Source: an optimization exercise on an open RTL-to-GDS flow (aim: small area, a short achievable clock period and few clock cycles per item). Production flows keep margins and buffers that such runs may drop. Only simulation tests tie the RTL to the original design; equivalence was not proved. No activity file was given, so power comes from the tool's default toggle rates.

// shift_add_multiplier
module shift_add_multiplier #(
    parameter integer WIDTH = 16
) (
    input wire clk,
    input wire reset_n,
    input wire tvalid_slave_1,
    input signed [WIDTH-1:0] tdata_slave_1,
    output wire tready_slave_1,
    input wire tvalid_slave_2,
    input signed [WIDTH-1:0] tdata_slave_2,
    output wire tready_slave_2,
    output reg tvalid_master,
    output reg signed [WIDTH-1:0] tdata_master,
    input wire tready_master
);
For scale: roughly 490 cells after synthesis, roughly 110 flip-flops, ~56 I/O pins, about 6400 um^2 of cells after synthesis.
export LEC_CHECK = 0
export CAP_MARGIN = 0
export CORE_MARGIN = 2
export CORE_UTILIZATION = 40
export CTS_BUF_LIST = sky130_fd_sc_hd__clkbuf_8
export GPL_TIMING_DRIVEN = 0
export SETUP_SLACK_MARGIN = 2.4
export SLEW_MARGIN = 0
export SYNTH_HIERARCHICAL = 1
create_clock -name core_clock -period 5.0 [get_ports {clk}]
standard.sh (not shown) runs the stock make flow with config.mk's settings and CLKGATE_MAP_FILE= SYNTH_SCRIPT=/design/flow/synth_recipe.tcl, a recipe that flattens the netlist after the stock synthesis.
==> flow/flow/run.sh <==
#!/bin/bash
set -euo pipefail
export BUFFER_PORTS_ARGS="-buffer_cell sky130_fd_sc_hd__buf_1"
export CTS_ARGS="-sink_clustering_enable -repair_clock_nets -buf_list sky130_fd_sc_hd__clkbuf_8 -sink_clustering_size 24 -dont_use_dummy_load"
bash standard.sh > standard.log 2>&1
Testbench counts at the start, summed over its fixed seeds: cycles 1,224, items 1,200.
Next try:
--- a/flow/design.v
+++ b/flow/design.v
@@ -27,17 +27,16 @@
     for (gk = 0; gk < 8; gk = gk + 1) begin : g_enc
       assign b_in_neg[gk] = b_in[2*gk+2];
       assign b_in_one[gk] = b_in[2*gk+1] ^ b_in[2*gk];
       assign b_in_two[gk] = (b_in[2*gk+2] & ~b_in[2*gk+1] & ~b_in[2*gk]) | (~b_in[2*gk+2] & b_in[2*gk+1] & b_in[2*gk]);
     end
   endgenerate
-  wire [3:0] dup_neg, dup_one, dup_two;
+  wire [2:0] dup_neg, dup_one, dup_two;
   sam_digit_reg u_dup_0 (.clk(clk), .en(input_transaction_2), .d({b_in_two[0], b_in_one[0], b_in_neg[0]}), .q({dup_two[0], dup_one[0], dup_neg[0]}));
   sam_digit_reg u_dup_1 (.clk(clk), .en(input_transaction_2), .d({b_in_two[1], b_in_one[1], b_in_neg[1]}), .q({dup_two[1], dup_one[1], dup_neg[1]}));
   sam_digit_reg u_dup_2 (.clk(clk), .en(input_transaction_2), .d({b_in_two[2], b_in_one[2], b_in_neg[2]}), .q({dup_two[2], dup_one[2], dup_neg[2]}));
-  sam_digit_reg u_dup_3 (.clk(clk), .en(input_transaction_2), .d({b_in_two[3], b_in_one[3], b_in_neg[3]}), .q({dup_two[3], dup_one[3], dup_neg[3]}));
   wire [WIDTH-1:0] product;
   reg mid_valid_1;
   reg pipe_c188;
   reg pipe_c223;
   reg pipe_s225;
   reg pipe_s199;
@@ -314,31 +313,31 @@
   sam_x2 u_pp92 (.a(m91), .b(b_neg[3]), .y(pp92));
   wire m93;
   sam_ao22 u_m93 (.x1(a[4]), .x2(a[3]), .one(b_one[3]), .two(b_two[3]), .m(m93));
   wire pp94;
   sam_x2 u_pp94 (.a(m93), .b(b_neg[3]), .y(pp94));
   wire m95;
-  sam_ao22 u_m95 (.x1(a[5]), .x2(a[4]), .one(dup_one[3]), .two(dup_two[3]), .m(m95));
+  sam_ao22 u_m95 (.x1(a[5]), .x2(a[4]), .one(b_one[3]), .two(b_two[3]), .m(m95));
   wire pp96;
-  sam_x2 u_pp96 (.a(m95), .b(dup_neg[3]), .y(pp96));
+  sam_x2 u_pp96 (.a(m95), .b(b_neg[3]), .y(pp96));
   wire m97;
-  sam_ao22 u_m97 (.x1(a[6]), .x2(a[5]), .one(dup_one[3]), .two(dup_two[3]), .m(m97));
+  sam_ao22 u_m97 (.x1(a[6]), .x2(a[5]), .one(b_one[3]), .two(b_two[3]), .m(m97));
   wire pp98;
-  sam_x2 u_pp98 (.a(m97), .b(dup_neg[3]), .y(pp98));
+  sam_x2 u_pp98 (.a(m97), .b(b_neg[3]), .y(pp98));
   wire m99;
-  sam_ao22 u_m99 (.x1(a[7]), .x2(a[6]), .one(dup_one[3]), .two(dup_two[3]), .m(m99));
+  sam_ao22 u_m99 (.x1(a[7]), .x2(a[6]), .one(b_one[3]), .two(b_two[3]), .m(m99));
   wire pp100;
-  sam_x2 u_pp100 (.a(m99), .b(dup_neg[3]), .y(pp100));
+  sam_x2 u_pp100 (.a(m99), .b(b_neg[3]), .y(pp100));
   wire m101;
-  sam_ao22 u_m101 (.x1(a[8]), .x2(a[7]), .one(dup_one[3]), .two(dup_two[3]), .m(m101));
+  sam_ao22 u_m101 (.x1(a[8]), .x2(a[7]), .one(b_one[3]), .two(b_two[3]), .m(m101));
   wire pp102;
-  sam_x2 u_pp102 (.a(m101), .b(dup_neg[3]), .y(pp102));
+  sam_x2 u_pp102 (.a(m101), .b(b_neg[3]), .y(pp102));
   wire m103;
-  sam_ao22 u_m103 (.x1(a[9]), .x2(a[8]), .one(dup_one[3]), .two(dup_two[3]), .m(m103));
+  sam_ao22 u_m103 (.x1(a[9]), .x2(a[8]), .one(b_one[3]), .two(b_two[3]), .m(m103));
   wire pp104;
-  sam_x2 u_pp104 (.a(m103), .b(dup_neg[3]), .y(pp104));
+  sam_x2 u_pp104 (.a(m103), .b(b_neg[3]), .y(pp104));
   wire pp105 = b_one[4] & a[0];
   wire pc106 = b_neg[4] & ~pp105;
   wire m107;
   sam_ao22 u_m107 (.x1(a[1]), .x2(a[0]), .one(b_one[4]), .two(b_two[4]), .m(m107));
   wire pp108;
   sam_x2 u_pp108 (.a(m107), .b(b_neg[4]), .y(pp108));
The new run ran to the end with no violations.
Worst setup slack improves by 0.0072 ns.
Wire length shrinks by about 4.5%.
Cell area shrinks by about 1.6%.
Critical path depth shrinks by 2.
Power shrinks by about 2.2%.
Testbench counts after the change, summed over its fixed seeds: cycles 1,224, items 1,200.

========
05-21:
shift_add_multiplier, a different RTL version from the one above (not shown whole).
For scale: ~480 cells after synthesis, ~98 flip-flops, roughly 56 I/O pins, about 6200 um2 of cells after synthesis.
==> flow/config.mk <==
export PLATFORM = sky130hd
export DESIGN_NAME = shift_add_multiplier
export DESIGN_NICKNAME = shift_add_multiplier
export VERILOG_FILES = /design/flow/design.v
export SDC_FILE = /design/flow/constraint.sdc
export NUM_CORES = 4
export LEC_CHECK = 0
export CAP_MARGIN = 0
export CORE_MARGIN = 2
export CORE_UTILIZATION = 40
export CTS_BUF_LIST = sky130_fd_sc_hd__clkbuf_8
export GPL_TIMING_DRIVEN = 0
export SETUP_SLACK_MARGIN = 2.3
export SLEW_MARGIN = 0
export SYNTH_HIERARCHICAL = 1
==> flow/constraint.sdc <==
create_clock -name core_clock -period 5.0 [get_ports {clk}]
set_input_delay 1.0000 -clock core_clock [delete_from_list [all_inputs] [get_ports {clk}]]
set_output_delay 1.0000 -clock core_clock [all_outputs]
set_load 0.01 [all_outputs]
==> flow/flow/run.sh <==
#!/bin/bash
# The standard layout (standard.sh), with the port buffers that global
# placement inserts made from the smallest buffer cell instead of the default.
set -euo pipefail
export BUFFER_PORTS_ARGS="-buffer_cell sky130_fd_sc_hd__buf_1"
bash standard.sh > standard.log 2>&1
Testbench counts of 05-21, summed over its fixed seeds: cycles 1,224, items 1,200.
Input changes introduced in 04-17 (baseline for comparison: 05-21):
--- a/flow/design.v
+++ b/flow/design.v
@@ -69,26 +69,24 @@
   reg pipe_c229;
   reg pipe_pp1;
   reg pipe_p266;
   reg pipe_r348;
   reg pipe_r349;
   wire room_1 = ~mid_valid_1 | ~tvalid_master;
   wire room_2 = ~tvalid_master;
   wire advance_1 = held_1 & held_2 & (room_1 | tready_master);
   wire advance_2 = mid_valid_1 & (room_2 | tready_master);
   wire input_transaction_1 = tvalid_slave_1 & tready_slave_1;
   wire input_transaction_2 = tvalid_slave_2 & tready_slave_2;
-  wire free_1 = ~held_1 | (held_2 & room_1);
-  wire free_2 = ~held_2 | (held_1 & room_1);
-  sam_ao21 u_rdy_1 (.a(held_2), .b(tready_master), .c(free_1), .y(tready_slave_1));
-  sam_ao21 u_rdy_2 (.a(held_1), .b(tready_master), .c(free_2), .y(tready_slave_2));
+  sam_rdy u_rdy_1 (.held(held_1), .other(held_2), .room(room_1), .tready_master(tready_master), .tready(tready_slave_1));
+  sam_rdy u_rdy_2 (.held(held_2), .other(held_1), .room(room_1), .tready_master(tready_master), .tready(tready_slave_2));
   always @(posedge clk) begin
     if (input_transaction_1) factor_a <= tdata_slave_1;
     if (input_transaction_2) begin
       b_neg <= b_in_neg;
       b_one <= b_in_one;
       b_two <= b_in_two;
     end
     if (advance_1) begin
       pipe_xy253 <= xy253;
       pipe_c217 <= c217;
       pipe_xy256 <= xy256;
@@ -772,30 +770,22 @@
   assign product = {x375, r360, r359, r358, r357, r356, r355, r354, r353, r352, r351, r350, pipe_r349, pipe_r348, pipe_p266, pipe_pp1};
 endmodule
 module sam_rdy (
     input wire held,
     input wire other,
     input wire room,
     input wire tready_master,
     output wire tready
 );
   assign tready = ~held | (other & (room | tready_master));
 endmodule
-module sam_ao21 (
-    input wire a,
-    input wire b,
-    input wire c,
-    output wire y
-);
-  assign y = (a & b) | c;
-endmodule
 module sam_fa (
     input wire a,
     input wire b,
     input wire c,
     output wire s,
     output wire co
 );
   assign s  = a ^ b ^ c;
   assign co = (a & b) | (a & c) | (b & c);
 endmodule
 module sam_ha (
## What came out
~same multiplexer fraction of the synthesized cell area in 04-17 and 05-21
05-21 → 04-17: flip-flop and latch share of the layout cell area level, non-clock buffer count moved down.
Compared with 05-21, in 04-17 fraction of area in multi-input gates held steady, sequential power shows no meaningful change, met1 demand-to-capacity share in global routing saw a decrease, clock-buffer cell count decreased 1.
Comparing 04-17 and 05-21, the higher largest fanout on the critical path is on 04-17.
Testbench counts of 04-17, summed over its fixed seeds: cycles 1,224, items 1,200.

## separate check: timing with driven ports
Ports are ideal in the flow. The routed layouts listed here were re-timed in OpenROAD. Step 1, drivers: a clkbuf_16 drives clk and a buf_2 each remaining input, both assumed. Step 2 moves the port delays by t, midway between the first and last clock arrival at a register: inputs arrive t later, outputs are due t later. That takes back most of the time a late clock gives input paths. Slacks: ideal / step 1 / step 2; pairs: ideal / step 1.
run	t, ns	slack for setup (ns)	slew at the worst register clock pin (ns)	pins driven straight from the clock port
the first run of note 1	0.405	2.520 / 2.520 / 2.241	0.12 / 0.12	1
the second run of note 1	0.395	2.527 / 2.507 / 2.262	0.10 / 0.10	1
05-21	0.407	2.490 / 2.490 / 2.414	0.10 / 0.10	1
04-17	0.413	2.540 / 2.540 / 2.445	0.09 / 0.09	1
After both steps setup and hold are still met in every run listed. The setup slack of the first run of note 1, which loses most, moves by 0.000 ns with the drivers and by -0.279 ns with both steps.
